Context: an optimization exercise on an open-source flow, tuned for small area, a short achievable clock period and few clock cycles per item. The choices shown serve that exercise and are no tape-out recipe.
At most, simulation tests tie the RTL to the original design; equivalence was not proved.
Power is estimated from default activity; no workload was simulated.

// multiplication_top
module multiplication_top(a_in, b_in, result, clk, reset, start, ready);
Settings: LEC_CHECK=0, ABC_AREA=1, CAP_MARGIN=20, CORE_MARGIN=2, CORE_UTILIZATION=40, CTS_CLUSTER_DIAMETER=100, CTS_CLUSTER_SIZE=30, SLEW_MARGIN=20; clock period 4.0 ns.
standard.sh (not shown) runs the stock make flow with config.mk's settings and CLKGATE_MAP_FILE= SYNTH_SCRIPT=/design/flow/synth_recipe.tcl, a recipe that flattens the netlist after the stock synthesis.
==> flow/flow/run.sh <==
#!/bin/bash
# The standard layout (standard.sh: standard synthesis, floorplan, place,
# CTS, route), except that the ports are buffered with plain sky130 buf_1
# cells instead of the delay buffers buffer_ports picks by default.
# make's full output goes to flow_make.log here; ORFS's per-step logs are
# under orfs/logs/.
set -euo pipefail
bash standard.sh "BUFFER_PORTS_ARGS=-buffer_cell sky130_fd_sc_hd__buf_1" finish > flow_make.log 2>&1
The starting point finished clean.
Testbench counts at the start, summed over its fixed seeds: cycles 9,608, items 1,600.
Edit:
ABC_AREA = default   (was 1)
PLACE_DENSITY = 0.72   (was default)
Clock-buffer cell count is higher by 3.
Wire length came out lower by 12%.
First-iteration DRC count goes down by about 5.5%.
Hold slack is better by 9.8 ps.
Area after synthesis decreases by 6.3%.
Edit:
PLACE_DENSITY = default   (was 0.72)
The new run went through all stages and came out clean.
Worst setup slack is better by 42 ps.
First-iteration DRC count fell by a little under a tenth.
Count of clock-buffer cells in the layout went down by 3.
Total power came out higher slightly.
Wire length is higher by a few percent.
Hold slack is better by 8.8 ps.
Final cell count rises slightly.
Utilization went up by 0.16 points.
Sequential power barely changes.
Die area does not change.
Edit:
CTS_CLUSTER_DIAMETER = default   (was 100)
CTS_CLUSTER_SIZE = default   (was 30)
=> The changed run completed without violations; cell count increases slightly; final area increases slightly; routed wire length decreases slightly; via count decreases slightly; flip-flop and latch count is unchanged; clock skew decreases by 7.3 ps.
Edit:
CTS_CLUSTER_DIAMETER = 80   (was default)
CTS_CLUSTER_SIZE = 20   (was default)
Outcome: The new run went through all stages and came out clean. Cell count goes down by 0.38%. Wire length goes up by 0.76%. Total power goes down by 3.3%. Die area stays the same. First-iteration DRC count barely changes. Clock skew goes up by 35 ps. Non-clock buffer count goes up by 7. Setup slack got worse by 15 ps.

Another version of the RTL of multiplication_top (not shown whole).
Size: about 3100 cells after synthesis.
export LEC_CHECK = 0
export CAP_MARGIN = 20
export CORE_MARGIN = 2
export CORE_UTILIZATION = 40
export SLEW_MARGIN = 20
create_clock -name core_clock -period 4.0 [get_ports {clk}]
Scripts as last shown in full above: flow/flow/run.sh
Testbench counts at the start, summed over its fixed seeds: cycles 9,608, items 1,600.
Next try:
==> flow/run.sh (new file) <==
#!/bin/bash
# synth_recipe.tcl (not shown) runs the flow's synth.tcl, then flattens the netlist and writes it again
# the make line also repeats each setting of config.mk as NAME=value (left out here)
make -C /OpenROAD-flow-scripts/flow DESIGN_CONFIG=/design/flow/config.mk WORK_HOME=/design/flow/orfs CLKGATE_MAP_FILE= SYNTH_SCRIPT=/design/flow/synth_recipe.tcl finish
Settings changed: SETUP_SLACK_MARGIN set to 0.6.
removed: flow/flow/run.sh
removed: flow/standard.sh
What happened:
- final cell count came out higher by 3.8%
- synthesized cell count does not change
- register-to-register slack improved by 0.09 ns
Next try:
Settings changed: SETUP_SLACK_MARGIN 0.6 to 1.2.
Outcome:
- global-route usage stays the same
- non-clock buffer count came out higher by 2
- fmax stays flat
- area after synthesis does not change
Next try:
Settings changed: SETUP_SLACK_MARGIN 1.2 to unset.
Effect: Design area goes down by 6.4%. Via count goes down by 3.3%. Hold slack improved by 0.0041 ns. Register-to-register slack got worse by 0.03 ns. Global-route usage goes down by 0.95 points. Worst setup slack got worse by 0.13 ns. Cell count goes down by 2.1%. Power goes down by 5.7%. Synthesized area stays the same. Combinational power goes down by about 8%. Clock power goes up by about 1%.

Setup of run a:
Another version of the RTL of multiplication_top (not shown whole).
Size: roughly 3000 cells after synthesis, ~310 flip-flops, ~260 I/O pins.
export LEC_CHECK = 0
export CAP_MARGIN = 20
export CORE_MARGIN = 2
export CORE_UTILIZATION = 40
export SETUP_SLACK_MARGIN = 0.15
export SLEW_MARGIN = 20
create_clock -name core_clock -period 4.0 [get_ports {clk}]
==> flow/flow/run.sh <==
#!/bin/bash
# The standard layout (standard.sh: standard synthesis, floorplan, place,
# CTS, route), except that the ports are buffered with plain sky130 buf_1
# cells instead of the delay buffers buffer_ports picks by default.
# make's full output goes to flow_make.log here; ORFS's per-step logs are
# under orfs/logs/.
set -euo pipefail
bash standard.sh "BUFFER_PORTS_ARGS=-buffer_cell sky130_fd_sc_hd__buf_1" finish > flow_make.log 2>&1
The following lists how run b was set up differently from run a:
Settings: an added CTS_CLUSTER_DIAMETER of 80; a deleted SETUP_SLACK_MARGIN that had been 0.15; an added CTS_CLUSTER_SIZE of 20.
--- outcome ---
- Lower minimum clock period among run a and run b: run a
- Route | run b vs run a | wire shorter in run b
- Cells: run b has fewer instances than run a
- NOTE combinational power run a->run b decreased by a few percent
Function was not checked in any run of this note: the RTL went through the layout flow alone.

## static timing again, ports no longer ideal
How much do the figures lean on ideal ports? The routed layouts below were timed once more, with nothing changed but the port constraints. Step 1 assumes that a clkbuf_16 drives the clock port and a buf_2 every other input. Step 2 times the ports against the registers' clock, not the clock port: input delays grow and output delays shrink by t, the midpoint of the rising clock arrivals with the driver on. a / b / c = no drivers / after step 1 / after step 2; a / b = the first two.
run | t, ns | setup WS [ns] | clock arrival spread, ns | worst slew at a driven data input, ns | pins driven straight from the clock port
the first run of note 1 | 0.659 | 0.150 / 0.150 / -0.388 | 0.064 / 0.064 | 0.07 | 1
the second run of note 1 | 0.635 | 0.089 / 0.089 / -0.476 | 0.055 / 0.055 | 0.13 | 1
the third run of note 1 | 0.633 | 0.131 / 0.131 / -0.460 | 0.055 / 0.055 | 0.12 | 1
the fourth run of note 1 | 0.631 | 0.123 / 0.123 / -0.453 | 0.047 / 0.047 | 0.12 | 1
the fifth run of note 1 | 0.667 | 0.108 / 0.108 / -0.492 | 0.082 / 0.082 | 0.12 | 1
the first run of note 2 | 0.647 | 0.109 / 0.109 / -0.471 | 0.027 / 0.027 | 0.13 | 1
the second run of note 2 | 0.655 | 0.195 / 0.195 / -0.421 | 0.031 / 0.031 | 0.08 | 1
the third run of note 2 | 0.655 | 0.202 / 0.207 / -0.419 | 0.033 / 0.033 | 0.09 | 1
the fourth run of note 2 | 0.649 | 0.075 / 0.068 / -0.581 | 0.036 / 0.037 | 0.12 | 1
run a | 0.645 | 0.118 / 0.135 / -0.482 | 0.031 / 0.031 | 0.13 | 1
run b | 0.691 | 0.096 / 0.133 / -0.545 | 0.027 / 0.027 | 0.12 | 1
With both steps, setup timing fails in every run listed, where it was met with ideal ports. For the fourth run of note 2, which loses most, drivers alone change the setup slack by -0.007 ns; drivers and shift together by -0.656 ns.
